Background: an optimization exercise with open tools, aiming at small area, a short achievable clock period and few clock cycles. Do not read the settings as production practice. No run shown here included a check of the RTL's function; only the layout flow was run. Power figures rest on the tool's default switching activity, not on a simulated workload.

==> flow/design.v, too long to show whole: its modules and the start of the top module <==
// module milestone1: 769 lines
// module m1_fa: 4 lines
// module m1_ha: 4 lines
module milestone1 (
		input logic CLOCK_50_I,
		input logic resetn,
		output logic SRAM_we_n,
		output logic [17:0] SRAM_address,
		output logic [15:0] SRAM_write_data,
		input logic [15:0] SRAM_read_data,
		input logic M1_enable,
		output logic M1_finish
);
  // ...
==> flow/run.sh <==
#!/bin/bash
# synth_recipe.tcl (not shown) runs the flow's synth.tcl, then flattens the netlist and writes it again
# the make line also repeats each setting of config.mk as NAME=value (left out here)
make -C /OpenROAD-flow-scripts/flow DESIGN_CONFIG=/design/flow/config.mk WORK_HOME=/design/flow/orfs CLKGATE_MAP_FILE= SYNTH_SCRIPT=/design/flow/synth_recipe.tcl finish
==> flow/config.mk <==
export PLATFORM = sky130hd
export DESIGN_NAME = milestone1
export DESIGN_NICKNAME = milestone1
export VERILOG_FILES = /design/flow/design.v
export SDC_FILE = /design/flow/constraint.sdc
export NUM_CORES = 4
export LEC_CHECK = 0
export CAP_MARGIN = 20
export CORE_MARGIN = 2
export CORE_UTILIZATION = 40
export PLACE_DENSITY = 0.6
export SLEW_MARGIN = 20
export SYNTH_HIERARCHICAL = 1
export SYNTH_MINIMUM_KEEP_SIZE = 0
==> flow/constraint.sdc <==
create_clock -name core_clock -period 14.0 [get_ports {CLOCK_50_I}]
set_input_delay 2.8000 -clock core_clock [delete_from_list [all_inputs] [get_ports {CLOCK_50_I}]]
set_output_delay 2.8000 -clock core_clock [all_outputs]
set_load 0.01 [all_outputs]
==> flow_summary.json, run 1 <==
{
  "cp-end-kind": "flip-flop",
  "intPower_w": 0.00314,
  "cts.clk_slew.worst_paths_ns": 0.06,
  "synth_compound_area_share_pct": 10.0,
  "slowest_stage": "dfxtp_1",
  "outcome": "finished clean",
  "hold_path_end": "qv[4][2]",
  "mostFrequentLayoutCell": "fa_1",
  "swShare_pct": 39.8,
  "inv_count": 100,
  "syn_area_um2": 23800,
  "synthXorXnorAreaFrac_pct": 4.34,
  "yosys-top-cells-count": "fa_1 (246), ha_1 (209), dfxtp_1 (151)",
  "postPlaceCellArea_um2": 25400,
  "hpwl_mm": 43.6,
  "postCtsHoldBufs": 0,
  "cts_tree": "yes",
  "holdWs_ns": 0.440,
  "dominant_cells": "multi-input gates",
  "synth_top_area_cell": "fa_1",
  "dp_cells": 2828,
  "highest_layer": "met4",
  "met3_usage_pct": 3.04,
  "multi_input_area_um2": 14500,
  "tap_cells": 773,
  "relSlewSlack_pct": 31.2,
  "wire_per_inst_um": 19.2,
  "holdPathStages": 0,
  "ys_warn_count": 9,
  "use_met2_pct": 30.8,
  "p_sw_w": 0.00208,
  "synthMuxAreaShare_pct": 5.65,
  "buffers": 62,
  "rr_startpoint": "pur[8]"
}
==> inputs of run 2 (changes only) <==
--- a/flow/design.v
+++ b/flow/design.v
@@ -10,23 +10,24 @@
 		input logic M1_enable,
 		output logic M1_finish
 );
 localparam logic [17:0] U_OFFSET = 18'd38400,
 	  V_OFFSET = 18'd57600,
 	  RGB_OFFSET = 18'd146944;
 logic        run;
 logic        p0, p1, p2, p3, p4;    
-logic        par;                   
 logic        wr_ok;                 
-logic [2:0]  pro;                   
 logic [7:0]  m;                     
-logic [15:0] yaddr;
-logic [14:0] uvw;                   
+logic [15:0] yaddr;                 
 logic [17:0] waddr;
+logic        par;                   
+logic [14:0] uvw;                   
+assign par = yaddr[0];
+assign uvw = yaddr[15:1] + 15'd2;
 logic [7:0]  qu [0:5];
 logic [7:0]  qv [0:5];
 logic [7:0]  ulb;
 logic [15:0] vb;
 logic [7:0]  ylo, ysel_r;
 logic [8:0]  s1r, s2r, s3r;         
 logic [8:0]  v1r;                   
 logic [22:0] ytr;                   
@@ -50,56 +51,56 @@
 always_comb begin
 	fc = w2;
 	fa = m0 ? w2 : m1 ? w1 : w0;
 	fb = m0 ? w2 : w1;
 	fd = m159 ? w2 : w3;
 	fe = m159 ? w2 : m158 ? w3 : w4;
 	ff = m159 ? w2 : m158 ? w3 : m157 ? w4 : w5;
 end
-wire fsum_w1, fsum_w2;
-m1_ha fsum_w1_ha (.a(1'b1), .b(s1r[7]), .s(fsum_w1), .co(fsum_w2));
+wire fsum_w1 = ~s1r[7];
+wire fsum_w2 = s1r[7];
 wire fsum_w3, fsum_w4;
 m1_ha fsum_w3_ha (.a(s1r[8]), .b(s1r[6]), .s(fsum_w3), .co(fsum_w4));
 wire fsum_w5, fsum_w6;
 m1_ha fsum_w5_ha (.a(s1r[5]), .b(s1r[3]), .s(fsum_w5), .co(fsum_w6));
-wire fsum_w7, fsum_w8;
-m1_fa fsum_w7_fa (.a(1'b1), .b(s1r[6]), .c(s1r[4]), .s(fsum_w7), .co(fsum_w8));
+wire fsum_w7 = ~(s1r[6] ^ s1r[4]);
+wire fsum_w8 = s1r[6] | s1r[4];
 wire fsum_w9, fsum_w10;
 m1_fa fsum_w9_fa (.a(s1r[2]), .b(~s2r[4]), .c(s2r[2]), .s(fsum_w9), .co(fsum_w10));
 wire fsum_w11, fsum_w12;
 m1_fa fsum_w11_fa (.a(s1r[5]), .b(s1r[3]), .c(~s2r[5]), .s(fsum_w11), .co(fsum_w12));
 wire fsum_w13, fsum_w14;
 m1_fa fsum_w13_fa (.a(s2r[3]), .b(~s2r[1]), .c(~s3r[7]), .s(fsum_w13), .co(fsum_w14));
 wire fsum_w15, fsum_w16;
 m1_ha fsum_w15_ha (.a(s3r[2]), .b(s3r[0]), .s(fsum_w15), .co(fsum_w16));
 wire fsum_w17, fsum_w18;
 m1_fa fsum_w17_fa (.a(s1r[4]), .b(~s2r[6]), .c(s2r[4]), .s(fsum_w17), .co(fsum_w18));
 wire fsum_w19, fsum_w20;
 m1_fa fsum_w19_fa (.a(~s2r[2]), .b(~s3r[8]), .c(s3r[3]), .s(fsum_w19), .co(fsum_w20));
 wire fsum_w21, fsum_w22;
 m1_fa fsum_w21_fa (.a(s3r[1]), .b(fsum_w2), .c(fsum_w3), .s(fsum_w21), .co(fsum_w22));
-wire fsum_w23, fsum_w24;
-m1_fa fsum_w23_fa (.a(1'b1), .b(s1r[7]), .c(s1r[5]), .s(fsum_w23), .co(fsum_w24));
+wire fsum_w23 = ~(s1r[7] ^ s1r[5]);
+wire fsum_w24 = s1r[7] | s1r[5];
 wire fsum_w25, fsum_w26;
 m1_fa fsum_w25_fa (.a(~s2r[7]), .b(s2r[5]), .c(~s2r[3]), .s(fsum_w25), .co(fsum_w26));
 wire fsum_w27, fsum_w28;
 m1_fa fsum_w27_fa (.a(s3r[4]), .b(s3r[2]), .c(fsum_w4), .s(fsum_w27), .co(fsum_w28));
-wire fsum_w29, fsum_w30;
-m1_fa fsum_w29_fa (.a(1'b1), .b(s1r[8]), .c(s1r[6]), .s(fsum_w29), .co(fsum_w30));
+wire fsum_w29 = ~(s1r[8] ^ s1r[6]);
+wire fsum_w30 = s1r[8] | s1r[6];
 wire fsum_w31, fsum_w32;
 m1_fa fsum_w31_fa (.a(~s2r[8]), .b(s2r[6]), .c(~s2r[4]), .s(fsum_w31), .co(fsum_w32));
 wire fsum_w33, fsum_w34;
 m1_ha fsum_w33_ha (.a(s3r[5]), .b(s3r[3]), .s(fsum_w33), .co(fsum_w34));
 wire fsum_w35, fsum_w36;
 m1_fa fsum_w35_fa (.a(s1r[7]), .b(s2r[7]), .c(~s2r[5]), .s(fsum_w35), .co(fsum_w36));
-wire fsum_w37, fsum_w38;
-m1_ha fsum_w37_ha (.a(1'b1), .b(s1r[8]), .s(fsum_w37), .co(fsum_w38));
-wire fsum_w39, fsum_w40;
-m1_ha fsum_w39_ha (.a(1'b1), .b(s1r[2]), .s(fsum_w39), .co(fsum_w40));
+wire fsum_w37 = ~s1r[8];
+wire fsum_w38 = s1r[8];
+wire fsum_w39 = ~s1r[2];
+wire fsum_w40 = s1r[2];
 wire fsum_w41, fsum_w42;
 m1_ha fsum_w41_ha (.a(s1r[3]), .b(s1r[1]), .s(fsum_w41), .co(fsum_w42));
 wire fsum_w43, fsum_w44;
 m1_fa fsum_w43_fa (.a(s1r[4]), .b(s1r[2]), .c(s1r[0]), .s(fsum_w43), .co(fsum_w44));
 wire fsum_w45, fsum_w46;
 m1_ha fsum_w45_ha (.a(~s2r[2]), .b(s2r[0]), .s(fsum_w45), .co(fsum_w46));
 wire fsum_w47, fsum_w48;
 m1_fa fsum_w47_fa (.a(s1r[1]), .b(~s2r[3]), .c(s2r[1]), .s(fsum_w47), .co(fsum_w48));
@@ -128,22 +129,22 @@
 wire fsum_w71, fsum_w72;
 m1_fa fsum_w71_fa (.a(s3r[6]), .b(s3r[4]), .c(fsum_w34), .s(fsum_w71), .co(fsum_w72));
 wire fsum_w73, fsum_w74;
 m1_fa fsum_w73_fa (.a(fsum_w30), .b(fsum_w32), .c(fsum_w35), .s(fsum_w73), .co(fsum_w74));
 wire fsum_w75, fsum_w76;
 m1_fa fsum_w75_fa (.a(s2r[8]), .b(~s2r[6]), .c(s3r[7]), .s(fsum_w75), .co(fsum_w76));
 wire fsum_w77, fsum_w78;
 m1_fa fsum_w77_fa (.a(s3r[5]), .b(fsum_w37), .c(fsum_w36), .s(fsum_w77), .co(fsum_w78));
-wire fsum_w79, fsum_w80;
-m1_fa fsum_w79_fa (.a(1'b1), .b(~s2r[7]), .c(s3r[8]), .s(fsum_w79), .co(fsum_w80));
+wire fsum_w79 = ~(~s2r[7] ^ s3r[8]);
+wire fsum_w80 = ~s2r[7] | s3r[8];
 wire fsum_w81, fsum_w82;
 m1_ha fsum_w81_ha (.a(s3r[6]), .b(fsum_w38), .s(fsum_w81), .co(fsum_w82));
-wire fsum_w83, fsum_w84;
-m1_ha fsum_w83_ha (.a(1'b1), .b(~s2r[8]), .s(fsum_w83), .co(fsum_w84));
+wire fsum_w83 = ~~s2r[8];
+wire fsum_w84 = ~s2r[8];
 wire fsum_w85, fsum_w86;
 m1_ha fsum_w85_ha (.a(s1r[0]), .b(~s2r[0]), .s(fsum_w85), .co(fsum_w86));
 wire fsum_w87, fsum_w88;
 m1_fa fsum_w87_fa (.a(~s2r[1]), .b(~s3r[3]), .c(fsum_w40), .s(fsum_w87), .co(fsum_w88));
 wire fsum_w89, fsum_w90;
 m1_fa fsum_w89_fa (.a(~s3r[4]), .b(fsum_w42), .c(fsum_w45), .s(fsum_w89), .co(fsum_w90));
 wire fsum_w91, fsum_w92;
 m1_fa fsum_w91_fa (.a(fsum_w46), .b(fsum_w44), .c(fsum_w47), .s(fsum_w91), .co(fsum_w92));
@@ -160,20 +161,20 @@
 wire fsum_w103, fsum_w104;
 m1_fa fsum_w103_fa (.a(fsum_w71), .b(fsum_w68), .c(fsum_w73), .s(fsum_w103), .co(fsum_w104));
 wire fsum_w105, fsum_w106;
 m1_fa fsum_w105_fa (.a(fsum_w75), .b(fsum_w72), .c(fsum_w77), .s(fsum_w105), .co(fsum_w106));
 wire fsum_w107, fsum_w108;
 m1_fa fsum_w107_fa (.a(fsum_w76), .b(fsum_w79), .c(fsum_w81), .s(fsum_w107), .co(fsum_w108));
 wire fsum_w109, fsum_w110;
 m1_fa fsum_w109_fa (.a(s3r[7]), .b(fsum_w83), .c(fsum_w80), .s(fsum_w109), .co(fsum_w110));
-wire fsum_w111, fsum_w112;
-m1_ha fsum_w111_ha (.a(1'b1), .b(s3r[8]), .s(fsum_w111), .co(fsum_w112));
-wire fsum_w113, fsum_w114;
-m1_ha fsum_w113_ha (.a(1'b1), .b(s1r[0]), .s(fsum_w113), .co(fsum_w114));
+wire fsum_w111 = ~s3r[8];
+wire fsum_w112 = s3r[8];
+wire fsum_w113 = ~s1r[0];
+wire fsum_w114 = s1r[0];
 wire fsum_w115, fsum_w116;
 m1_ha fsum_w115_ha (.a(s1r[1]), .b(~s3r[1]), .s(fsum_w115), .co(fsum_w116));
 wire fsum_w117, fsum_w118;
 m1_fa fsum_w117_fa (.a(~s3r[2]), .b(fsum_w39), .c(fsum_w85), .s(fsum_w117), .co(fsum_w118));
 wire fsum_w119, fsum_w120;
 m1_fa fsum_w119_fa (.a(fsum_w86), .b(fsum_w41), .c(fsum_w87), .s(fsum_w119), .co(fsum_w120));
 wire fsum_w121, fsum_w122;
 m1_fa fsum_w121_fa (.a(fsum_w43), .b(fsum_w88), .c(fsum_w89), .s(fsum_w121), .co(fsum_w122));
@@ -194,116 +195,116 @@
 wire fsum_w137, fsum_w138;
 m1_fa fsum_w137_fa (.a(fsum_w74), .b(fsum_w105), .c(fsum_w104), .s(fsum_w137), .co(fsum_w138));
 wire fsum_w139, fsum_w140;
 m1_fa fsum_w139_fa (.a(fsum_w78), .b(fsum_w107), .c(fsum_w106), .s(fsum_w139), .co(fsum_w140));
 wire fsum_w141, fsum_w142;
 m1_fa fsum_w141_fa (.a(fsum_w82), .b(fsum_w109), .c(fsum_w108), .s(fsum_w141), .co(fsum_w142));
 wire fsum_w143, fsum_w144;
 m1_fa fsum_w143_fa (.a(fsum_w84), .b(fsum_w111), .c(fsum_w110), .s(fsum_w143), .co(fsum_w144));
-wire fsum_w145, fsum_w146;
-m1_ha fsum_w145_ha (.a(1'b1), .b(fsum_w112), .s(fsum_w145), .co(fsum_w146));
+wire fsum_w145 = ~fsum_w112;
+wire fsum_w146 = fsum_w112;
 wire [16:0] fsum_w147 = {fsum_w145, fsum_w143, fsum_w141, fsum_w139, fsum_w137, fsum_w135, fsum_w133, fsum_w131, fsum_w129, fsum_w127, fsum_w125, fsum_w123, fsum_w121, fsum_w119, fsum_w117, fsum_w115, ~s3r[0]};
 wire [16:0] fsum_w148 = {fsum_w144, fsum_w142, fsum_w140, fsum_w138, fsum_w136, fsum_w134, fsum_w132, fsum_w130, fsum_w128, fsum_w126, fsum_w124, fsum_w122, fsum_w120, fsum_w118, fsum_w116, fsum_w114, fsum_w113};
 wire [16:0] fsum = fsum_w147 + fsum_w148;
 logic [8:0] fout;
 assign fout = fsum[16:8];
-wire yt_w1, yt_w2;
-m1_ha yt_w1_ha (.a(1'b1), .b(ysel_r[7]), .s(yt_w1), .co(yt_w2));
-wire yt_w3, yt_w4;
-m1_ha yt_w3_ha (.a(1'b1), .b(ysel_r[6]), .s(yt_w3), .co(yt_w4));
-wire yt_w5, yt_w6;
-m1_ha yt_w5_ha (.a(1'b1), .b(ysel_r[7]), .s(yt_w5), .co(yt_w6));
-wire yt_w7, yt_w8;
-m1_ha yt_w7_ha (.a(1'b1), .b(ysel_r[4]), .s(yt_w7), .co(yt_w8));
-wire yt_w9, yt_w10;
-m1_fa yt_w9_fa (.a(1'b1), .b(ysel_r[5]), .c(ysel_r[3]), .s(yt_w9), .co(yt_w10));
-wire yt_w11, yt_w12;
-m1_fa yt_w11_fa (.a(1'b1), .b(ysel_r[6]), .c(ysel_r[4]), .s(yt_w11), .co(yt_w12));
+wire yt_w1 = ~ysel_r[7];
+wire yt_w2 = ysel_r[7];
+wire yt_w3 = ~ysel_r[6];
+wire yt_w4 = ysel_r[6];
+wire yt_w5 = ~ysel_r[7];
+wire yt_w6 = ysel_r[7];
+wire yt_w7 = ~ysel_r[4];
+wire yt_w8 = ysel_r[4];
+wire yt_w9 = ~(ysel_r[5] ^ ysel_r[3]);
+wire yt_w10 = ysel_r[5] | ysel_r[3];
+wire yt_w11 = ~(ysel_r[6] ^ ysel_r[4]);
+wire yt_w12 = ysel_r[6] | ysel_r[4];
 wire yt_w13, yt_w14;
 m1_fa yt_w13_fa (.a(ysel_r[5]), .b(ysel_r[3]), .c(ysel_r[0]), .s(yt_w13), .co(yt_w14));
 wire yt_w15, yt_w16;
 m1_fa yt_w15_fa (.a(ysel_r[4]), .b(ysel_r[1]), .c(yt_w2), .s(yt_w15), .co(yt_w16));
 wire yt_w17, yt_w18;
 m1_fa yt_w17_fa (.a(ysel_r[5]), .b(ysel_r[2]), .c(yt_w4), .s(yt_w17), .co(yt_w18));
-wire yt_w19, yt_w20;
-m1_fa yt_w19_fa (.a(1'b1), .b(ysel_r[6]), .c(ysel_r[3]), .s(yt_w19), .co(yt_w20));
-wire yt_w21, yt_w22;
-m1_ha yt_w21_ha (.a(1'b1), .b(ysel_r[7]), .s(yt_w21), .co(yt_w22));
-wire yt_w23, yt_w24;
-m1_ha yt_w23_ha (.a(1'b1), .b(ysel_r[2]), .s(yt_w23), .co(yt_w24));
-wire yt_w25, yt_w26;
-m1_fa yt_w25_fa (.a(1'b1), .b(ysel_r[3]), .c(ysel_r[1]), .s(yt_w25), .co(yt_w26));
+wire yt_w19 = ~(ysel_r[6] ^ ysel_r[3]);
+wire yt_w20 = ysel_r[6] | ysel_r[3];
+wire yt_w21 = ~ysel_r[7];
+wire yt_w22 = ysel_r[7];
+wire yt_w23 = ~ysel_r[2];
+wire yt_w24 = ysel_r[2];
+wire yt_w25 = ~(ysel_r[3] ^ ysel_r[1]);
+wire yt_w26 = ysel_r[3] | ysel_r[1];
 wire yt_w27, yt_w28;
 m1_fa yt_w27_fa (.a(ysel_r[2]), .b(ysel_r[0]), .c(yt_w7), .s(yt_w27), .co(yt_w28));
 wire yt_w29, yt_w30;
 m1_fa yt_w29_fa (.a(ysel_r[1]), .b(yt_w8), .c(yt_w9), .s(yt_w29), .co(yt_w30));
 wire yt_w31, yt_w32;
 m1_fa yt_w31_fa (.a(ysel_r[2]), .b(yt_w10), .c(yt_w11), .s(yt_w31), .co(yt_w32));
 wire yt_w33, yt_w34;
 m1_fa yt_w33_fa (.a(yt_w1), .b(yt_w12), .c(yt_w13), .s(yt_w33), .co(yt_w34));
 wire yt_w35, yt_w36;
 m1_fa yt_w35_fa (.a(yt_w3), .b(yt_w14), .c(yt_w15), .s(yt_w35), .co(yt_w36));
 wire yt_w37, yt_w38;
 m1_fa yt_w37_fa (.a(yt_w5), .b(yt_w16), .c(yt_w17), .s(yt_w37), .co(yt_w38));
 wire yt_w39, yt_w40;
 m1_fa yt_w39_fa (.a(yt_w6), .b(yt_w19), .c(yt_w18), .s(yt_w39), .co(yt_w40));
 wire yt_w41, yt_w42;
 m1_fa yt_w41_fa (.a(ysel_r[4]), .b(yt_w21), .c(yt_w20), .s(yt_w41), .co(yt_w42));
-wire yt_w43, yt_w44;
-m1_fa yt_w43_fa (.a(1'b1), .b(ysel_r[5]), .c(yt_w22), .s(yt_w43), .co(yt_w44));
-wire yt_w45, yt_w46;
-m1_ha yt_w45_ha (.a(1'b1), .b(ysel_r[6]), .s(yt_w45), .co(yt_w46));
-wire yt_w47, yt_w48;
-m1_ha yt_w47_ha (.a(1'b1), .b(ysel_r[7]), .s(yt_w47), .co(yt_w48));
+wire yt_w43 = ~(ysel_r[5] ^ yt_w22);
+wire yt_w44 = ysel_r[5] | yt_w22;
+wire yt_w45 = ~ysel_r[6];
+wire yt_w46 = ysel_r[6];
+wire yt_w47 = ~ysel_r[7];
+wire yt_w48 = ysel_r[7];
 wire [24:0] yt_w49 = {1'b1, yt_w47, yt_w45, yt_w43, yt_w41, yt_w39, yt_w37, yt_w35, yt_w33, yt_w31, yt_w29, yt_w27, yt_w25, ysel_r[0], 1'b1, ~ysel_r[7], ~ysel_r[6], ~ysel_r[5], ~ysel_r[4], ~ysel_r[3], ~ysel_r[2], ~ysel_r[1], 1'b1, 1'b0, 1'b0};
 wire [24:0] yt_w50 = {yt_w48, yt_w46, yt_w44, yt_w42, yt_w40, yt_w38, yt_w36, yt_w34, yt_w32, yt_w30, yt_w28, yt_w26, yt_w24, yt_w23, ysel_r[1], ysel_r[0], 1'b0, 1'b0, 1'b0, 1'b0, 1'b0, 1'b0, ~ysel_r[0], 1'b0, 1'b0};
 wire [24:0] yt = yt_w49 + yt_w50;
-wire tr_w1, tr_w2;
-m1_ha tr_w1_ha (.a(1'b1), .b(ytr[4]), .s(tr_w1), .co(tr_w2));
+wire tr_w1 = ~ytr[4];
+wire tr_w2 = ytr[4];
 wire tr_w3, tr_w4;
 m1_fa tr_w3_fa (.a(ytr[5]), .b(~pvr[7]), .c(pvr[5]), .s(tr_w3), .co(tr_w4));
-wire tr_w5, tr_w6;
-m1_fa tr_w5_fa (.a(1'b1), .b(ytr[6]), .c(~pvr[8]), .s(tr_w5), .co(tr_w6));
+wire tr_w5 = ~(ytr[6] ^ ~pvr[8]);
+wire tr_w6 = ytr[6] | ~pvr[8];
 wire tr_w7, tr_w8;
 m1_ha tr_w7_ha (.a(pvr[6]), .b(pvr[4]), .s(tr_w7), .co(tr_w8));
-wire tr_w9, tr_w10;
-m1_fa tr_w9_fa (.a(1'b1), .b(ytr[7]), .c(pvr[7]), .s(tr_w9), .co(tr_w10));
+wire tr_w9 = ~(ytr[7] ^ pvr[7]);
+wire tr_w10 = ytr[7] | pvr[7];
 wire tr_w11, tr_w12;
 m1_ha tr_w11_ha (.a(pvr[5]), .b(pvr[2]), .s(tr_w11), .co(tr_w12));
 wire tr_w13, tr_w14;
 m1_fa tr_w13_fa (.a(ytr[8]), .b(pvr[8]), .c(pvr[6]), .s(tr_w13), .co(tr_w14));
 wire tr_w15, tr_w16;
 m1_ha tr_w15_ha (.a(ytr[9]), .b(pvr[7]), .s(tr_w15), .co(tr_w16));
-wire tr_w17, tr_w18;
-m1_fa tr_w17_fa (.a(1'b1), .b(ytr[10]), .c(pvr[8]), .s(tr_w17), .co(tr_w18));
+wire tr_w17 = ~(ytr[10] ^ pvr[8]);
+wire tr_w18 = ytr[10] | pvr[8];
 wire tr_w19, tr_w20;
 m1_ha tr_w19_ha (.a(ytr[11]), .b(pvr[6]), .s(tr_w19), .co(tr_w20));
-wire tr_w21, tr_w22;
-m1_fa tr_w21_fa (.a(1'b1), .b(ytr[12]), .c(pvr[7]), .s(tr_w21), .co(tr_w22));
+wire tr_w21 = ~(ytr[12] ^ pvr[7]);
+wire tr_w22 = ytr[12] | pvr[7];
 wire tr_w23, tr_w24;
 m1_fa tr_w23_fa (.a(ytr[13]), .b(pvr[8]), .c(~pvr[4]), .s(tr_w23), .co(tr_w24));
-wire tr_w25, tr_w26;
-m1_fa tr_w25_fa (.a(1'b1), .b(ytr[14]), .c(~pvr[5]), .s(tr_w25), .co(tr_w26));
+wire tr_w25 = ~(ytr[14] ^ ~pvr[5]);
+wire tr_w26 = ytr[14] | ~pvr[5];
 wire tr_w27, tr_w28;
 m1_fa tr_w27_fa (.a(ytr[15]), .b(~pvr[6]), .c(pvr[4]), .s(tr_w27), .co(tr_w28));
-wire tr_w29, tr_w30;
-m1_fa tr_w29_fa (.a(1'b1), .b(ytr[16]), .c(~pvr[7]), .s(tr_w29), .co(tr_w30));
+wire tr_w29 = ~(ytr[16] ^ ~pvr[7]);
+wire tr_w30 = ytr[16] | ~pvr[7];
 wire tr_w31, tr_w32;
 m1_ha tr_w31_ha (.a(pvr[5]), .b(~pvr[3]), .s(tr_w31), .co(tr_w32));
 wire tr_w33, tr_w34;
 m1_fa tr_w33_fa (.a(ytr[17]), .b(~pvr[8]), .c(pvr[6]), .s(tr_w33), .co(tr_w34));
 wire tr_w35, tr_w36;
 m1_ha tr_w35_ha (.a(~pvr[4]), .b(pvr[2]), .s(tr_w35), .co(tr_w36));
 wire tr_w37, tr_w38;
 m1_fa tr_w37_fa (.a(ytr[18]), .b(pvr[7]), .c(~pvr[5]), .s(tr_w37), .co(tr_w38));
 wire tr_w39, tr_w40;
 m1_ha tr_w39_ha (.a(ytr[19]), .b(pvr[8]), .s(tr_w39), .co(tr_w40));
-wire tr_w41, tr_w42;
-m1_ha tr_w41_ha (.a(1'b1), .b(ytr[20]), .s(tr_w41), .co(tr_w42));
+wire tr_w41 = ~ytr[20];
+wire tr_w42 = ytr[20];
 wire tr_w43, tr_w44;
 m1_ha tr_w43_ha (.a(ytr[2]), .b(~pvr[4]), .s(tr_w43), .co(tr_w44));
 wire tr_w45, tr_w46;
 m1_fa tr_w45_fa (.a(ytr[3]), .b(~pvr[5]), .c(pvr[3]), .s(tr_w45), .co(tr_w46));
 wire tr_w47, tr_w48;
 m1_fa tr_w47_fa (.a(~pvr[6]), .b(pvr[4]), .c(pvr[2]), .s(tr_w47), .co(tr_w48));
 wire tr_w49, tr_w50;
 m1_fa tr_w49_fa (.a(pvr[3]), .b(pvr[0]), .c(tr_w2), .s(tr_w49), .co(tr_w50));
@@ -334,18 +335,18 @@
 wire tr_w75, tr_w76;
 m1_fa tr_w75_fa (.a(pvr[3]), .b(tr_w36), .c(tr_w34), .s(tr_w75), .co(tr_w76));
 wire tr_w77, tr_w78;
 m1_fa tr_w77_fa (.a(~pvr[6]), .b(pvr[4]), .c(tr_w39), .s(tr_w77), .co(tr_w78));
 wire tr_w79, tr_w80;
 m1_fa tr_w79_fa (.a(~pvr[7]), .b(pvr[5]), .c(tr_w40), .s(tr_w79), .co(tr_w80));
 wire tr_w81, tr_w82;
 m1_fa tr_w81_fa (.a(ytr[21]), .b(~pvr[8]), .c(pvr[6]), .s(tr_w81), .co(tr_w82));
-wire tr_w83, tr_w84;
-m1_ha tr_w83_ha (.a(1'b1), .b(ytr[22]), .s(tr_w83), .co(tr_w84));
+wire tr_w83 = ~ytr[22];
+wire tr_w84 = ytr[22];
 wire tr_w85, tr_w86;
 m1_ha tr_w85_ha (.a(ytr[0]), .b(~pvr[2]), .s(tr_w85), .co(tr_w86));
 wire tr_w87, tr_w88;
 m1_fa tr_w87_fa (.a(ytr[1]), .b(~pvr[3]), .c(pvr[1]), .s(tr_w87), .co(tr_w88));
 wire tr_w89, tr_w90;
 m1_fa tr_w89_fa (.a(pvr[2]), .b(pvr[0]), .c(tr_w43), .s(tr_w89), .co(tr_w90));
 wire tr_w91, tr_w92;
 m1_fa tr_w91_fa (.a(pvr[1]), .b(tr_w44), .c(tr_w45), .s(tr_w91), .co(tr_w92));
@@ -387,62 +388,62 @@
 m1_fa tr_w127_fa (.a(tr_w42), .b(tr_w81), .c(tr_w80), .s(tr_w127), .co(tr_w128));
 wire tr_w129, tr_w130;
 m1_fa tr_w129_fa (.a(pvr[7]), .b(tr_w83), .c(tr_w82), .s(tr_w129), .co(tr_w130));
 wire tr_w131, tr_w132;
 m1_ha tr_w131_ha (.a(pvr[8]), .b(tr_w84), .s(tr_w131), .co(tr_w132));
 wire [26:0] tr_w133 = {1'b1, tr_w131, tr_w129, tr_w127, tr_w125, tr_w123, tr_w121, tr_w119, tr_w117, tr_w115, tr_w113, tr_w111, tr_w109, tr_w107, tr_w105, tr_w103, tr_w101, tr_w99, tr_w97, tr_w95, tr_w93, tr_w91, tr_w89, tr_w87, pvr[0], ~pvr[1], 1'b1};
 wire [26:0] tr_w134 = {tr_w132, tr_w130, tr_w128, tr_w126, tr_w124, tr_w122, tr_w120, tr_w118, tr_w116, tr_w114, tr_w112, tr_w110, tr_w108, tr_w106, tr_w104, tr_w102, tr_w100, tr_w98, tr_w96, tr_w94, tr_w92, tr_w90, tr_w88, tr_w86, tr_w85, 1'b0, ~pvr[0]};
 wire [26:0] tr = tr_w133 + tr_w134;
-wire tg_w1, tg_w2;
-m1_ha tg_w1_ha (.a(1'b1), .b(ytr[11]), .s(tg_w1), .co(tg_w2));
-wire tg_w3, tg_w4;
-m1_ha tg_w3_ha (.a(1'b1), .b(ytr[13]), .s(tg_w3), .co(tg_w4));
+wire tg_w1 = ~ytr[11];
+wire tg_w2 = ytr[11];
+wire tg_w3 = ~ytr[13];
+wire tg_w4 = ytr[13];
 wire tg_w5, tg_w6;
 m1_fa tg_w5_fa (.a(ytr[14]), .b(~pur[6]), .c(pur[3]), .s(tg_w5), .co(tg_w6));
-wire tg_w7, tg_w8;
-m1_fa tg_w7_fa (.a(1'b1), .b(ytr[15]), .c(~pur[7]), .s(tg_w7), .co(tg_w8));
+wire tg_w7 = ~(ytr[15] ^ ~pur[7]);
+wire tg_w8 = ytr[15] | ~pur[7];
 wire tg_w9, tg_w10;
 m1_ha tg_w9_ha (.a(pur[4]), .b(~pur[2]), .s(tg_w9), .co(tg_w10));
 wire tg_w11, tg_w12;
 m1_fa tg_w11_fa (.a(ytr[16]), .b(~pur[8]), .c(pur[5]), .s(tg_w11), .co(tg_w12));
 wire tg_w13, tg_w14;
 m1_ha tg_w13_ha (.a(~pur[3]), .b(~pvr[6]), .s(tg_w13), .co(tg_w14));
-wire tg_w15, tg_w16;
-m1_fa tg_w15_fa (.a(1'b1), .b(ytr[17]), .c(pur[6]), .s(tg_w15), .co(tg_w16));
+wire tg_w15 = ~(ytr[17] ^ pur[6]);
+wire tg_w16 = ytr[17] | pur[6];
 wire tg_w17, tg_w18;
 m1_ha tg_w17_ha (.a(~pur[4]), .b(~pvr[7]), .s(tg_w17), .co(tg_w18));
-wire tg_w19, tg_w20;
-m1_fa tg_w19_fa (.a(1'b1), .b(ytr[18]), .c(pur[7]), .s(tg_w19), .co(tg_w20));
+wire tg_w19 = ~(ytr[18] ^ pur[7]);
+wire tg_w20 = ytr[18] | pur[7];
 wire tg_w21, tg_w22;
 m1_ha tg_w21_ha (.a(~pur[5]), .b(~pvr[8]), .s(tg_w21), .co(tg_w22));
-wire tg_w23, tg_w24;
-m1_fa tg_w23_fa (.a(1'b1), .b(ytr[19]), .c(pur[8]), .s(tg_w23), .co(tg_w24));
+wire tg_w23 = ~(ytr[19] ^ pur[8]);
+wire tg_w24 = ytr[19] | pur[8];
 wire tg_w25, tg_w26;
 m1_ha tg_w25_ha (.a(ytr[3]), .b(pur[2]), .s(tg_w25), .co(tg_w26));
 wire tg_w27, tg_w28;
 m1_fa tg_w27_fa (.a(ytr[4]), .b(pur[3]), .c(~pur[1]), .s(tg_w27), .co(tg_w28));
-wire tg_w29, tg_w30;
-m1_fa tg_w29_fa (.a(1'b1), .b(ytr[5]), .c(pur[4]), .s(tg_w29), .co(tg_w30));
+wire tg_w29 = ~(ytr[5] ^ pur[4]);
+wire tg_w30 = ytr[5] | pur[4];
 wire tg_w31, tg_w32;
 m1_ha tg_w31_ha (.a(~pur[2]), .b(~pvr[7]), .s(tg_w31), .co(tg_w32));
-wire tg_w33, tg_w34;
-m1_fa tg_w33_fa (.a(1'b1), .b(ytr[6]), .c(pur[5]), .s(tg_w33), .co(tg_w34));
+wire tg_w33 = ~(ytr[6] ^ pur[5]);
+wire tg_w34 = ytr[6] | pur[5];
 wire tg_w35, tg_w36;
 m1_fa tg_w35_fa (.a(~pur[3]), .b(~pvr[8]), .c(~pvr[3]), .s(tg_w35), .co(tg_w36));
-wire tg_w37, tg_w38;
-m1_fa tg_w37_fa (.a(1'b1), .b(ytr[7]), .c(pur[6]), .s(tg_w37), .co(tg_w38));
+wire tg_w37 = ~(ytr[7] ^ pur[6]);
+wire tg_w38 = ytr[7] | pur[6];
 wire tg_w39, tg_w40;
 m1_ha tg_w39_ha (.a(~pur[4]), .b(~pvr[4]), .s(tg_w39), .co(tg_w40));
 wire tg_w41, tg_w42;
 m1_fa tg_w41_fa (.a(ytr[8]), .b(pur[7]), .c(~pur[5]), .s(tg_w41), .co(tg_w42));
 wire tg_w43, tg_w44;
 m1_ha tg_w43_ha (.a(~pur[0]), .b(~pvr[5]), .s(tg_w43), .co(tg_w44));
-wire tg_w45, tg_w46;
-m1_fa tg_w45_fa (.a(1'b1), .b(ytr[9]), .c(pur[8]), .s(tg_w45), .co(tg_w46));
+wire tg_w45 = ~(ytr[9] ^ pur[8]);
+wire tg_w46 = ytr[9] | pur[8];
 wire tg_w47, tg_w48;
 m1_fa tg_w47_fa (.a(~pur[6]), .b(~pur[1]), .c(~pvr[6]), .s(tg_w47), .co(tg_w48));
 wire tg_w49, tg_w50;
 m1_fa tg_w49_fa (.a(ytr[10]), .b(~pur[7]), .c(~pur[2]), .s(tg_w49), .co(tg_w50));
 wire tg_w51, tg_w52;
 m1_ha tg_w51_ha (.a(~pvr[7]), .b(~pvr[0]), .s(tg_w51), .co(tg_w52));
 wire tg_w53, tg_w54;
 m1_fa tg_w53_fa (.a(~pur[8]), .b(~pur[3]), .c(pur[0]), .s(tg_w53), .co(tg_w54));
@@ -475,22 +476,22 @@
 wire tg_w81, tg_w82;
 m1_fa tg_w81_fa (.a(pvr[6]), .b(~pvr[4]), .c(tg_w18), .s(tg_w81), .co(tg_w82));
 wire tg_w83, tg_w84;
 m1_fa tg_w83_fa (.a(tg_w21), .b(tg_w16), .c(tg_w19), .s(tg_w83), .co(tg_w84));
 wire tg_w85, tg_w86;
 m1_fa tg_w85_fa (.a(~pur[6]), .b(pvr[7]), .c(~pvr[5]), .s(tg_w85), .co(tg_w86));
 wire tg_w87, tg_w88;
 m1_fa tg_w87_fa (.a(tg_w22), .b(tg_w20), .c(tg_w23), .s(tg_w87), .co(tg_w88));
-wire tg_w89, tg_w90;
-m1_fa tg_w89_fa (.a(1'b1), .b(ytr[20]), .c(~pur[7]), .s(tg_w89), .co(tg_w90));
+wire tg_w89 = ~(ytr[20] ^ ~pur[7]);
+wire tg_w90 = ytr[20] | ~pur[7];
 wire tg_w91, tg_w92;
 m1_fa tg_w91_fa (.a(pvr[8]), .b(~pvr[6]), .c(tg_w24), .s(tg_w91), .co(tg_w92));
-wire tg_w93, tg_w94;
-m1_fa tg_w93_fa (.a(1'b1), .b(ytr[21]), .c(~pur[8]), .s(tg_w93), .co(tg_w94));
+wire tg_w93 = ~(ytr[21] ^ ~pur[8]);
+wire tg_w94 = ytr[21] | ~pur[8];
 wire tg_w95, tg_w96;
 m1_ha tg_w95_ha (.a(~pur[0]), .b(~pvr[5]), .s(tg_w95), .co(tg_w96));
 wire tg_w97, tg_w98;
 m1_fa tg_w97_fa (.a(~pvr[6]), .b(~pvr[1]), .c(tg_w26), .s(tg_w97), .co(tg_w98));
 wire tg_w99, tg_w100;
 m1_fa tg_w99_fa (.a(~pvr[2]), .b(tg_w31), .c(tg_w28), .s(tg_w99), .co(tg_w100));
 wire tg_w101, tg_w102;
 m1_fa tg_w101_fa (.a(tg_w32), .b(tg_w30), .c(tg_w33), .s(tg_w101), .co(tg_w102));
@@ -519,18 +520,18 @@
 wire tg_w125, tg_w126;
 m1_fa tg_w125_fa (.a(tg_w78), .b(tg_w81), .c(tg_w80), .s(tg_w125), .co(tg_w126));
 wire tg_w127, tg_w128;
 m1_fa tg_w127_fa (.a(tg_w85), .b(tg_w82), .c(tg_w84), .s(tg_w127), .co(tg_w128));
 wire tg_w129, tg_w130;
 m1_fa tg_w129_fa (.a(tg_w86), .b(tg_w89), .c(tg_w91), .s(tg_w129), .co(tg_w130));
 wire tg_w131, tg_w132;
 m1_fa tg_w131_fa (.a(~pvr[7]), .b(tg_w90), .c(tg_w93), .s(tg_w131), .co(tg_w132));
-wire tg_w133, tg_w134;
-m1_fa tg_w133_fa (.a(1'b1), .b(ytr[22]), .c(~pvr[8]), .s(tg_w133), .co(tg_w134));
+wire tg_w133 = ~(ytr[22] ^ ~pvr[8]);
+wire tg_w134 = ytr[22] | ~pvr[8];
 wire tg_w135, tg_w136;
 m1_ha tg_w135_ha (.a(ytr[1]), .b(pur[0]), .s(tg_w135), .co(tg_w136));
 wire tg_w137, tg_w138;
 m1_fa tg_w137_fa (.a(ytr[2]), .b(pur[1]), .c(~pvr[4]), .s(tg_w137), .co(tg_w138));
 wire tg_w139, tg_w140;
 m1_fa tg_w139_fa (.a(~pvr[0]), .b(tg_w25), .c(tg_w95), .s(tg_w139), .co(tg_w140));
 wire tg_w141, tg_w142;
 m1_fa tg_w141_fa (.a(tg_w96), .b(tg_w27), .c(tg_w97), .s(tg_w141), .co(tg_w142));
@@ -568,50 +569,50 @@
 m1_fa tg_w173_fa (.a(tg_w88), .b(tg_w128), .c(tg_w129), .s(tg_w173), .co(tg_w174));
 wire tg_w175, tg_w176;
 m1_fa tg_w175_fa (.a(tg_w92), .b(tg_w131), .c(tg_w130), .s(tg_w175), .co(tg_w176));
 wire tg_w177, tg_w178;
 m1_fa tg_w177_fa (.a(tg_w94), .b(tg_w133), .c(tg_w132), .s(tg_w177), .co(tg_w178));
 wire [26:0] tg_w179 = {1'b1, tg_w134, tg_w177, tg_w175, tg_w173, tg_w171, tg_w169, tg_w167, tg_w165, tg_w163, tg_w161, tg_w159, tg_w157, tg_w155, tg_w153, tg_w151, tg_w149, tg_w147, tg_w145, tg_w143, tg_w141, tg_w139, tg_w137, ~pvr[3], ytr[0], ~pvr[1], 1'b1};
 wire [26:0] tg_w180 = {1'b0, tg_w178, tg_w176, tg_w174, tg_w172, tg_w170, tg_w168, tg_w166, tg_w164, tg_w162, tg_w160, tg_w158, tg_w156, tg_w154, tg_w152, tg_w150, tg_w148, tg_w146, tg_w144, tg_w142, tg_w140, tg_w138, tg_w136, tg_w135, ~pvr[2], 1'b0, ~pvr[0]};
 wire [26:0] tg = tg_w179 + tg_w180;
-wire tb_w1, tb_w2;
-m1_ha tb_w1_ha (.a(1'b1), .b(ytr[4]), .s(tb_w1), .co(tb_w2));
+wire tb_w1 = ~ytr[4];
+wire tb_w2 = ytr[4];
 wire tb_w3, tb_w4;
 m1_fa tb_w3_fa (.a(ytr[5]), .b(~pur[7]), .c(~pur[5]), .s(tb_w3), .co(tb_w4));
-wire tb_w5, tb_w6;
-m1_fa tb_w5_fa (.a(1'b1), .b(ytr[6]), .c(~pur[8]), .s(tb_w5), .co(tb_w6));
+wire tb_w5 = ~(ytr[6] ^ ~pur[8]);
+wire tb_w6 = ytr[6] | ~pur[8];
 wire tb_w7, tb_w8;
 m1_ha tb_w7_ha (.a(~pur[6]), .b(pur[3]), .s(tb_w7), .co(tb_w8));
-wire tb_w9, tb_w10;
-m1_fa tb_w9_fa (.a(1'b1), .b(ytr[7]), .c(~pur[7]), .s(tb_w9), .co(tb_w10));
+wire tb_w9 = ~(ytr[7] ^ ~pur[7]);
+wire tb_w10 = ytr[7] | ~pur[7];
 wire tb_w11, tb_w12;
 m1_ha tb_w11_ha (.a(pur[4]), .b(pur[2]), .s(tb_w11), .co(tb_w12));
 wire tb_w13, tb_w14;
 m1_fa tb_w13_fa (.a(ytr[8]), .b(~pur[8]), .c(pur[5]), .s(tb_w13), .co(tb_w14));
 wire tb_w15, tb_w16;
 m1_ha tb_w15_ha (.a(pur[3]), .b(pur[0]), .s(tb_w15), .co(tb_w16));
-wire tb_w17, tb_w18;
-m1_fa tb_w17_fa (.a(1'b1), .b(ytr[9]), .c(pur[6]), .s(tb_w17), .co(tb_w18));
+wire tb_w17 = ~(ytr[9] ^ pur[6]);
+wire tb_w18 = ytr[9] | pur[6];
 wire tb_w19, tb_w20;
 m1_ha tb_w19_ha (.a(pur[4]), .b(pur[1]), .s(tb_w19), .co(tb_w20));
-wire tb_w21, tb_w22;
-m1_fa tb_w21_fa (.a(1'b1), .b(ytr[10]), .c(pur[7]), .s(tb_w21), .co(tb_w22));
+wire tb_w21 = ~(ytr[10] ^ pur[7]);
+wire tb_w22 = ytr[10] | pur[7];
 wire tb_w23, tb_w24;
 m1_ha tb_w23_ha (.a(pur[5]), .b(pur[2]), .s(tb_w23), .co(tb_w24));
-wire tb_w25, tb_w26;
-m1_fa tb_w25_fa (.a(1'b1), .b(ytr[11]), .c(pur[8]), .s(tb_w25), .co(tb_w26));
+wire tb_w25 = ~(ytr[11] ^ pur[8]);
+wire tb_w26 = ytr[11] | pur[8];
 wire tb_w27, tb_w28;
 m1_ha tb_w27_ha (.a(pur[6]), .b(pur[3]), .s(tb_w27), .co(tb_w28));
 wire tb_w29, tb_w30;
 m1_ha tb_w29_ha (.a(ytr[12]), .b(pur[7]), .s(tb_w29), .co(tb_w30));
-wire tb_w31, tb_w32;
-m1_ha tb_w31_ha (.a(1'b1), .b(ytr[13]), .s(tb_w31), .co(tb_w32));
-wire tb_w33, tb_w34;
-m1_ha tb_w33_ha (.a(1'b1), .b(ytr[0]), .s(tb_w33), .co(tb_w34));
+wire tb_w31 = ~ytr[13];
+wire tb_w32 = ytr[13];
+wire tb_w33 = ~ytr[0];
+wire tb_w34 = ytr[0];
 wire tb_w35, tb_w36;
 m1_ha tb_w35_ha (.a(ytr[1]), .b(~pur[3]), .s(tb_w35), .co(tb_w36));
 wire tb_w37, tb_w38;
 m1_ha tb_w37_ha (.a(ytr[2]), .b(~pur[4]), .s(tb_w37), .co(tb_w38));
 wire tb_w39, tb_w40;
 m1_fa tb_w39_fa (.a(ytr[3]), .b(~pur[5]), .c(~pur[3]), .s(tb_w39), .co(tb_w40));
 wire tb_w41, tb_w42;
 m1_fa tb_w41_fa (.a(~pur[6]), .b(~pur[4]), .c(pur[1]), .s(tb_w41), .co(tb_w42));
@@ -634,18 +635,18 @@
 wire tb_w59, tb_w60;
 m1_fa tb_w59_fa (.a(pur[8]), .b(pur[5]), .c(tb_w30), .s(tb_w59), .co(tb_w60));
 wire tb_w61, tb_w62;
 m1_ha tb_w61_ha (.a(ytr[14]), .b(pur[6]), .s(tb_w61), .co(tb_w62));
 wire tb_w63, tb_w64;
 m1_ha tb_w63_ha (.a(ytr[15]), .b(pur[7]), .s(tb_w63), .co(tb_w64));
 wire tb_w65, tb_w66;
 m1_ha tb_w65_ha (.a(ytr[16]), .b(pur[8]), .s(tb_w65), .co(tb_w66));
-wire tb_w67, tb_w68;
-m1_ha tb_w67_ha (.a(1'b1), .b(ytr[17]), .s(tb_w67), .co(tb_w68));
+wire tb_w67 = ~ytr[17];
+wire tb_w68 = ytr[17];
 wire tb_w69, tb_w70;
 m1_ha tb_w69_ha (.a(~pur[2]), .b(~pur[0]), .s(tb_w69), .co(tb_w70));
 wire tb_w71, tb_w72;
 m1_fa tb_w71_fa (.a(~pur[1]), .b(tb_w34), .c(tb_w35), .s(tb_w71), .co(tb_w72));
 wire tb_w73, tb_w74;
 m1_fa tb_w73_fa (.a(~pur[2]), .b(tb_w36), .c(tb_w37), .s(tb_w73), .co(tb_w74));
 wire tb_w75, tb_w76;
 m1_fa tb_w75_fa (.a(pur[0]), .b(tb_w38), .c(tb_w39), .s(tb_w75), .co(tb_w76));
@@ -674,24 +675,24 @@
 wire tb_w99, tb_w100;
 m1_fa tb_w99_fa (.a(pur[0]), .b(tb_w62), .c(tb_w63), .s(tb_w99), .co(tb_w100));
 wire tb_w101, tb_w102;
 m1_fa tb_w101_fa (.a(pur[1]), .b(tb_w64), .c(tb_w65), .s(tb_w101), .co(tb_w102));
 wire tb_w103, tb_w104;
 m1_fa tb_w103_fa (.a(pur[2]), .b(tb_w66), .c(tb_w67), .s(tb_w103), .co(tb_w104));
 wire tb_w105, tb_w106;
 m1_fa tb_w105_fa (.a(ytr[18]), .b(pur[3]), .c(tb_w68), .s(tb_w105), .co(tb_w106));
-wire tb_w107, tb_w108;
-m1_fa tb_w107_fa (.a(1'b1), .b(ytr[19]), .c(pur[4]), .s(tb_w107), .co(tb_w108));
-wire tb_w109, tb_w110;
-m1_fa tb_w109_fa (.a(1'b1), .b(ytr[20]), .c(pur[5]), .s(tb_w109), .co(tb_w110));
-wire tb_w111, tb_w112;
-m1_fa tb_w111_fa (.a(1'b1), .b(ytr[21]), .c(pur[6]), .s(tb_w111), .co(tb_w112));
-wire tb_w113, tb_w114;
-m1_fa tb_w113_fa (.a(1'b1), .b(ytr[22]), .c(pur[7]), .s(tb_w113), .co(tb_w114));
+wire tb_w107 = ~(ytr[19] ^ pur[4]);
+wire tb_w108 = ytr[19] | pur[4];
+wire tb_w109 = ~(ytr[20] ^ pur[5]);
+wire tb_w110 = ytr[20] | pur[5];
+wire tb_w111 = ~(ytr[21] ^ pur[6]);
+wire tb_w112 = ytr[21] | pur[6];
+wire tb_w113 = ~(ytr[22] ^ pur[7]);
+wire tb_w114 = ytr[22] | pur[7];
 wire [26:0] tb_w115 = {1'b1, pur[8], tb_w113, tb_w111, tb_w109, tb_w107, tb_w105, tb_w103, tb_w101, tb_w99, tb_w97, tb_w95, tb_w93, tb_w91, tb_w89, tb_w87, tb_w85, tb_w83, tb_w81, tb_w79, tb_w77, tb_w75, tb_w73, tb_w71, tb_w33, ~pur[1], 1'b1};
 wire [26:0] tb_w116 = {1'b0, tb_w114, tb_w112, tb_w110, tb_w108, tb_w106, tb_w104, tb_w102, tb_w100, tb_w98, tb_w96, tb_w94, tb_w92, tb_w90, tb_w88, tb_w86, tb_w84, tb_w82, tb_w80, tb_w78, tb_w76, tb_w74, tb_w72, tb_w70, tb_w69, 1'b0, ~pur[0]};
 wire [26:0] tb = tb_w115 + tb_w116;
 function automatic logic [7:0] clip(input logic [10:0] t);
 	clip = t[10] ? 8'd0 : (|t[9:8]) ? 8'd255 : t[7:0];
 endfunction
 logic [7:0] cr, cg, cb;
 assign cr = clip(trr);
@@ -727,31 +728,25 @@
 	SRAM_write_data <= p0 ? {cr, cg} : p1 ? {b0, cr} : {cg, cb};
 end
 always_ff @(posedge CLOCK_50_I or negedge resetn) begin
 	if (!resetn) begin
 		run <= 1'b0;
 		M1_finish <= 1'b0;
 		SRAM_we_n <= 1'b1;
 		p0 <= 1'b1; p1 <= 1'b0; p2 <= 1'b0; p3 <= 1'b0; p4 <= 1'b0;
-		par <= 1'b0;
-		pro <= 3'd0;
 		wr_ok <= 1'b0;
 		m <= 8'd154;
 		yaddr <= 16'hFFFC;
-		uvw <= 15'd0;
 		waddr <= RGB_OFFSET;
 	end else if (run) begin
 		{p0, p1, p2, p3, p4} <= {p4, p0, p1, p2, p3};
 		if (p1) m <= m159 ? 8'd0 : m + 8'd1;
 		if (p4) begin
-			par <= ~par;
-			if (par) uvw <= uvw + 15'd1;
-			if (pro != 3'd6) pro <= pro + 3'd1;
-			if (pro == 3'd5) wr_ok <= 1'b1;
+			if (yaddr == 16'd1) wr_ok <= 1'b1;
 			yaddr <= yaddr + 16'd1;
 		end
 		SRAM_we_n <= 1'b1;
 		if ((p0 | p1 | p2) && wr_ok) begin
 			SRAM_we_n <= 1'b0;
 			waddr <= waddr + 18'd1;
 			if (p2 && waddr == 18'h3FFFF) begin
 				M1_finish <= 1'b1;
==> flow_summary.json, run 2 <==
{
  "outcome": "finished clean",
  "critical_path_arrival_ns": 5.30,
  "cts_tree": "yes",
  "yosysMostFrequentCell": "ha_1",
  "post_synth_fa_ha_maj_area_fraction_pct": 30.7,
  "synthMuxAreaShare_pct": 6.07,
  "period_minus_slack_ns": 4.84,
  "cts.sinks": 339,
  "seq_area_frac_synth_pct": 37.1,
  "fp.dieW_um": 242,
  "syn_area_per_cell_um2": 11.6,
  "final.setup.worst_slack_ns": 9.16,
  "seqPwrFrac_pct": 48.2,
  "ys_warn_count": 9,
  "rsz0062_at_grt": "no",
  "cp-end-kind": "flip-flop",
  "n_fill_cell": 5133,
  "io_pins": 55,
  "timing.rr.end": "tgr[8]",
  "ys_seq_elements": 339,
  "synth_compound_area_share_pct": 10.1,
  "wire_per_inst_um": 19.6,
  "drv_cap": 0,
  "synth.area.top_cells": "fa_1 (19%), edfxtp_1 (18%), dfxtp_1 (13%)",
  "p_leak_nw": 10.6,
  "fp.dieArea_um2": 58800,
  "crit_fanout": 7,
  "tightest_slew_ns": 0.973,
  "skew_ns": 0.0284,
  "start_util_pct": 40.4,
  "synth_cells": 1961,
  "intPower_w": 0.00169,
  "dp_slack_ns": 9.18,
  "hold_path_end": "qv[4][0]",
  "postPlaceCellArea_um2": 24100,
  "fin_nets": 2460,
  "synthXorXnorAreaFrac_pct": 4.62,
  "holdWs_ns": 0.441,
  "finalSetupTns_ns": 0,
  "relSlewSlack_pct": 34.1,
  "required_ns": 14.46,
  "setup_viol": 0,
  "antenna_found_initial": 0,
  "synth_top_family_by_area": "adder cells",
  "hold_violations": 0,
  "track_usage_pct": 19.1,
  "port_buffers": 54,
  "cts_resized": 0,
  "wl_mm": 54.8,
  "drv_slew": 0,
  "n_antenna_cell": 0,
  "clock_latency_ns": 0.57,
  "ys.flop_type": "dfxtp_1",
  "pwr-share-clk_pct": 51.3,
  "clk_path_buf_depth": 3,
  "drtPass1Iterations": 5,
  "fin_crit_sh_pct": 34.6,
  "cts_setup_buffers": 0,
  "synth_edf_count": 137,
  "grt_start_max_net_pins": 91,
  "drive_above_1_share_pct": 9.22,
  "top_regs": "qu (48), qv (48), ytr (23)",
  "grt_pass1_wl_mm": 87.2,
  "p_per_area_nw_per_um2": 83.3,
  "yosys-top-cells-count": "ha_1 (220), fa_1 (211), inv_1 (190)",
  "startpoint": "pvr[6]",
  "drc": 0,
  "holdPathStages": 0,
  "power_w": 0.00212,
  "layout_common_cells": "ha_1 (220), fa_1 (211), inv_1 (190)",
  "finish.instance_area_um2": 25500,
  "p_sw_w": 0.000434,
  "grt_pass1_vias": 15400,
  "worstHoldStart": "qv[5][0]",
  "synthArstFlopShare_pct": 15.0,
  "cts_root_buf": "clkbuf_16",
  "num_rows": 87,
  "swShare_pct": 20.4,
  "vias_per_cell": 5.17,
  "cts_max_level": 2,
  "vdd_ir_drop_max_uv": 82.8,
  "rr_startpoint": "pvr[6]",
  "rrSetupSlack_ns": 9.16,
  "mostFrequentLayoutCell": "ha_1",
  "synth_top_area_share_pct": 18.6,
  "synth_cell_type_count": 77,
  "overflow": 0,
  "hpwl_mm": 43.5,
  "yosys.area_share.simple_pct": 7.31,
  "critical_path_class": "reg -> reg",
  "postRouteAntennaNets": 0,
  "cts.clk_slew.worst_paths_ns": 0.06,
  "die_y_um": 242,
  "drt_iter0_drc": 810,
  "startpoint_type": "flip-flop",
  "synth_top_area_cell": "fa_1",
  "min_path_type": "reg -> reg",
  "fmax_ghz": 0.207,
  "combPwrFrac_pct": 0.5,
  "cts_made_buffers": 38,
  "postCtsHoldBufs": 0,
  "fp.coreArea_um2": 56300,
  "via_count": 14500,
  "routabilityCongestion": 0.923,
  "r2r_cells": 13,
  "syn_area_um2": 22700,
  "area_growth_pct": 12.1
}
run 2: changes by cell type after synthesis, sizes merged, moves of 7 or more:
cell / previous run / this run
inv: 100 / 191
nor2b: 20 / 9
a211oi: 35 / 25
mux2i: 41 / 48
a21o: 40 / 62
nand2: 146 / 100
ha: 209 / 220
o22ai: 14 / 1
dfrtp: 44 / 25
a21oi: 93 / 116
xnor2: 78 / 86
fa: 246 / 211
o21ai: 99 / 71
run 2: logic make-up (layout without fill, tap and decap cells):
group                      after synthesis  in the layout
AOI/OAI and AO/OA                      359            359
buffers and inverters                  246            325
and+or+nand+nor                        354            354
xor gates and xnor gates               120            120
DFF                                    339            339
muxes                                  112            112
adders and majority gates              431            431
run 2: worst max-delay path: stages (launching register included):
cell,delay [ns]
dfxtp_1,0.66
inv_1,0.42
ha_1,0.42
fa_1,0.45
fa_1,0.54
fa_1,0.42
ha_1,0.34
a21o_1,0.17
a21o_1,0.20
or3_1,0.31
o221a_2,0.28
a21o_1,0.21
a211oi_1,0.24
nor2_1,0.07
run 2: worst max-delay path by stage:
stage | to | slack [ns]
finish | tgr[8] | 9.16
global placement | tgr[8] | 9.18
CTS | tgr[9] | 9.17
floorplan | tgr[8] | 9.72
detailed placement | tgr[9] | 9.18
global route | tgr[8] | 8.96
run 2: layer usage:
layer | track usage, % | routed length, um | up-vias
met1 | 26.5 | 25700 | 7142
li1 | - | - | 6924
met3 | 3.06 | 2350 | 94
met4 | 6.64 | 1820 | 0
met5 | 0 | 0 | -
met2 | 30.5 | 25000 | 295
run 2: per-module statistics from Yosys (local to each module, per instance):
module	times used	cells	cell area, um^2
m1_ha	43	1	12.5
m1_fa	207	1	20.0
milestone1	1	1711	18100
run 2: cell type report:
type	count	area (um^2)	area share (%)
timing repair buffer	64	614	2.41
clock buffer	52	1110	4.37
sequential	339	8450	33.2
inverter	191	717	2.81
clock inverter	18	283	1.11
tap	756	946	3.71
multi-input combinational	1376	13400	52.4
run 2: metrics by stage:
step                      util [%]  instances
after floorplan                  -       1961
after global placement        42.8       2726
after detailed placement      42.8       2726
after CTS                     45.3       2796
after global routing          45.3       2796
final                         45.3       2796
run 2: power by group through the flow:
stage | Clock (W) | Combinational (W) | Sequential, W
after floorplan | 0 | 0.00000103 | 0.00104
after CTS | 0.00112 | 0.0000107 | 0.00102
after detailed placement | 0 | 0.0000106 | 0.00104
after global placement | 0 | 0.0000104 | 0.00104
after global routing | 0.00116 | 0.0000116 | 0.00102
final | 0.00109 | 0.0000103 | 0.00102
==> inputs of run 3 (changes only) <==
--- a/flow/config.mk
+++ b/flow/config.mk
@@ -8,6 +8,7 @@
 export CAP_MARGIN = 20
 export CORE_MARGIN = 2
 export CORE_UTILIZATION = 40
+export CTS_BUF_LIST = sky130_fd_sc_hd__clkbuf_4 sky130_fd_sc_hd__clkbuf_8
 export PLACE_DENSITY = 0.6
 export SLEW_MARGIN = 20
 export SYNTH_HIERARCHICAL = 1
==> flow_summary.json, run 3 <==
{
  "fin_crit_sh_pct": 34.8,
  "drtPass1Iterations": 5,
  "synth.area.top_cells": "fa_1 (19%), edfxtp_1 (18%), dfxtp_1 (13%)",
  "ys.flop_type": "dfxtp_1",
  "p_per_area_nw_per_um2": 80.9,
  "tightest_slew_ns": 0.881,
  "start_util_pct": 40.4,
  "cp-end-kind": "flip-flop",
  "outcome": "finished clean",
  "drt_iter0_drc": 814,
  "drive_above_1_share_pct": 10.9,
  "yosysMostFrequentCell": "ha_1",
  "seq_area_frac_synth_pct": 37.1,
  "synth_edf_count": 137,
  "cts_root_buf": "clkbuf_8",
  "fin_nets": 2479,
  "area_growth_pct": 12.0,
  "required_ns": 14.53,
  "synthArstFlopShare_pct": 15.0,
  "num_rows": 87,
  "intPower_w": 0.00164,
  "drc": 0,
  "slowest_stage": "dfxtp_1",
  "cp_top_family": "adder cells",
  "period_minus_slack_ns": 4.87,
  "grt_pass1_wl_mm": 87.8,
  "cts.clk_slew.worst_paths_ns": 0.06,
  "wire_per_inst_um": 19.4,
  "synth_cell_type_count": 77,
  "antenna_found_initial": 1,
  "cts_max_level": 2,
  "cts_setup_buffers": 0,
  "crit_fanout": 7,
  "clock_latency_ns": 0.67,
  "cts_tree": "yes",
  "cts_resized": 0,
  "fmax_ghz": 0.206,
  "combPwrFrac_pct": 0.5,
  "routabilityCongestion": 0.923,
  "top_regs": "qu (48), qv (48), ytr (23)",
  "track_usage_pct": 19.3,
  "swShare_pct": 20.7,
  "port_buffers": 54,
  "rsz0062_at_grt": "no",
  "postCtsHoldBufs": 0,
  "syn_area_um2": 22700,
  "yosys-top-cells-count": "ha_1 (220), fa_1 (211), inv_1 (190)",
  "synth_cells": 1961,
  "seqPwrFrac_pct": 49.7,
  "crit_path_max_incr_delay_ns": 0.66,
  "clk_path_buf_depth": 3,
  "cts_made_buffers": 57,
  "layout_common_cells": "ha_1 (220), fa_1 (211), inv_1 (190)",
  "fp.dieW_um": 242,
  "p_leak_nw": 10.7,
  "min_path_type": "reg -> reg",
  "n_fill_cell": 5140,
  "syn_area_per_cell_um2": 11.6,
  "synth_top_area_cell": "fa_1",
  "power_w": 0.00206,
  "p_sw_w": 0.000426,
  "finish.instance_area_um2": 25500,
  "setup_viol": 0,
  "critical_path_arrival_ns": 5.39,
  "drv_cap": 0,
  "fin_cells": 2834,
  "mostFrequentLayoutCell": "ha_1",
  "crit_buf_inv": 1,
  "holdWs_ns": 0.446,
  "dp_cells": 2726,
  "io_pins": 55,
  "grt_start_max_net_pins": 91,
  "drv_slew": 0,
  "wl_mm": 55.0,
  "via_count": 14600,
  "vdd_ir_drop_max_uv": 98.8,
  "pwr-share-clk_pct": 49.8,
  "postRouteAntennaNets": 0,
  "ys_warn_count": 9,
  "grt_pass1_vias": 15600,
  "die_y_um": 242,
  "postPlaceCellArea_um2": 24100,
  "startpoint_type": "flip-flop",
  "hold_violations": 0,
  "critical_path_class": "reg -> reg",
  "cts.sinks": 339,
  "fp.coreArea_um2": 56300,
  "synth_top_area_share_pct": 18.6,
  "relSlewSlack_pct": 41.1,
  "ys_seq_elements": 339,
  "path_cells": "inv_1 > ha_1 > fa_1 > fa_1 > fa_1 > ha_1 > a21o_1 > a21o_1 > or3_1 > o221a_2 > a21o_1 > a211oi_1 > nor2_1",
  "fp.dieArea_um2": 58800,
  "skew_ns": 0.0420,
  "overflow": 0,
  "vias_per_cell": 5.15,
  "hpwl_mm": 43.5,
  "finalSetupTns_ns": 0
}
## run 3: final timing paths
| path | startpoint | end | slack (ns) | cells after the start |
|---|---|---|---|---|
| min in group asynchronous | resetn | waddr[15] | 2.25 | 2 |
| max reg2reg | pvr[6] | tgr[8] | 9.13 | 13 |
| min reg2reg | qu[5][5] | qu[4][5] | 0.45 | 0 |
| max in group asynchronous | resetn | p1 | 11.23 | 2 |
| max | pvr[6] | tgr[8] | 9.13 | 13 |
| min | qu[5][5] | qu[4][5] | 0.45 | 0 |
## run 3: worst register-to-register path: cells and delay by family, from the launching register on
kind | cells | cell delay, ns
buffers and inverters | 1 | 0.42
adder cells (fa/ha/maj) | 5 | 2.19
AO/OA/AOI/OAI | 5 | 1.10
flip-flops | 1 | 0.66
AND/OR/NAND/NOR | 2 | 0.38
## run 3: logic make-up (layout without fill, tap and decap cells)
| kind of cell | after synthesis | in the layout | synth area share, % |
|---|---|---|---|
| DFF | 339 | 339 | 37.1 |
| and+or+nand+nor | 354 | 354 | 7.31 |
| AOI/OAI and AO/OA | 359 | 359 | 10.1 |
| muxes | 112 | 112 | 6.07 |
| buffers and inverters | 246 | 362 | 4.12 |
| xor gates and xnor gates | 120 | 120 | 4.62 |
| adders and majority gates | 431 | 431 | 30.7 |
| other | 0 | 1 | 0 |
## run 3: metrics by stage
step / setup WS (ns) / util, %
floorplan: 9.72 / -
global placement: 9.18 / 42.8
detailed placement: 9.18 / 42.8
CTS: 9.14 / 45.2
global route: 8.93 / 45.3
finish: 9.13 / 45.3
## run 3: area by class of cell
| cell class | instances | area, um^2 | share of cell area, % |
|---|---|---|---|
| clock buffers | 86 | 1060 | 4.18 |
| repair buffers | 64 | 614 | 2.41 |
| well taps | 756 | 946 | 3.71 |
| flip-flops and latches | 339 | 8450 | 33.2 |
| diodes | 1 | 2.50 | 0.00983 |
| clock inverters | 21 | 302 | 1.18 |
| inverters | 191 | 717 | 2.81 |
| multi-input cells | 1376 | 13400 | 52.5 |
## run 3: power groups by stage
| stage | clock, W | sequential [W] | combinational (W) |
|---|---|---|---|
| global route | 0.00110 | 0.00102 | 0.0000116 |
| floorplan | 0 | 0.00104 | 0.00000103 |
| finish | 0.00103 | 0.00102 | 0.0000103 |
| CTS | 0.00106 | 0.00102 | 0.0000107 |
| detailed placement | 0 | 0.00104 | 0.0000106 |
| global placement | 0 | 0.00104 | 0.0000104 |
## run 3: per-layer routing
metal	track usage [%]	vias to the layer above	wire length (um)
met4	6.43	0	1720
met5	0	-	0
met2	30.8	316	25200
li1	-	6963	-
met3	3.23	91	2640
met1	26.5	7222	25500
## run 3: modules after synthesis (local to each module, per instance)
module      cells  flops+latches  copies in the design
milestone1   1711            339                     1
m1_fa           1              0                   207
m1_ha           1              0                    43

[afterwards: timing with drivers on the ports]
No port has a modelled driver above. Below, the same layouts with a new extraction and two added sets of constraints.
Step 1 sets driving cells, clkbuf_16 on the clock port and buf_2 on the other inputs (assumed; they add their load-dependent delay and slew).
Step 2 also shifts input and output timing later by t, the mid clock arrival at the registers, as if the neighbouring blocks saw the same clock.
Three values: ideal, step 1, step 2; two values: the first two.
run	shift t [ns]	setup slack, ns	latest minus earliest clock arrival (ns)	slew at the worst register clock pin (ns)	cell pins on the clock port's net
run 1	0.623	9.443 / 9.443 / 9.443	0.032 / 0.033	0.07 / 0.07	1
run 2	0.611	9.158 / 9.158 / 9.158	0.029 / 0.029	0.06 / 0.06	1
run 3	0.697	9.134 / 9.134 / 9.134	0.042 / 0.042	0.07 / 0.07	1
After both steps every run listed still meets setup and hold.
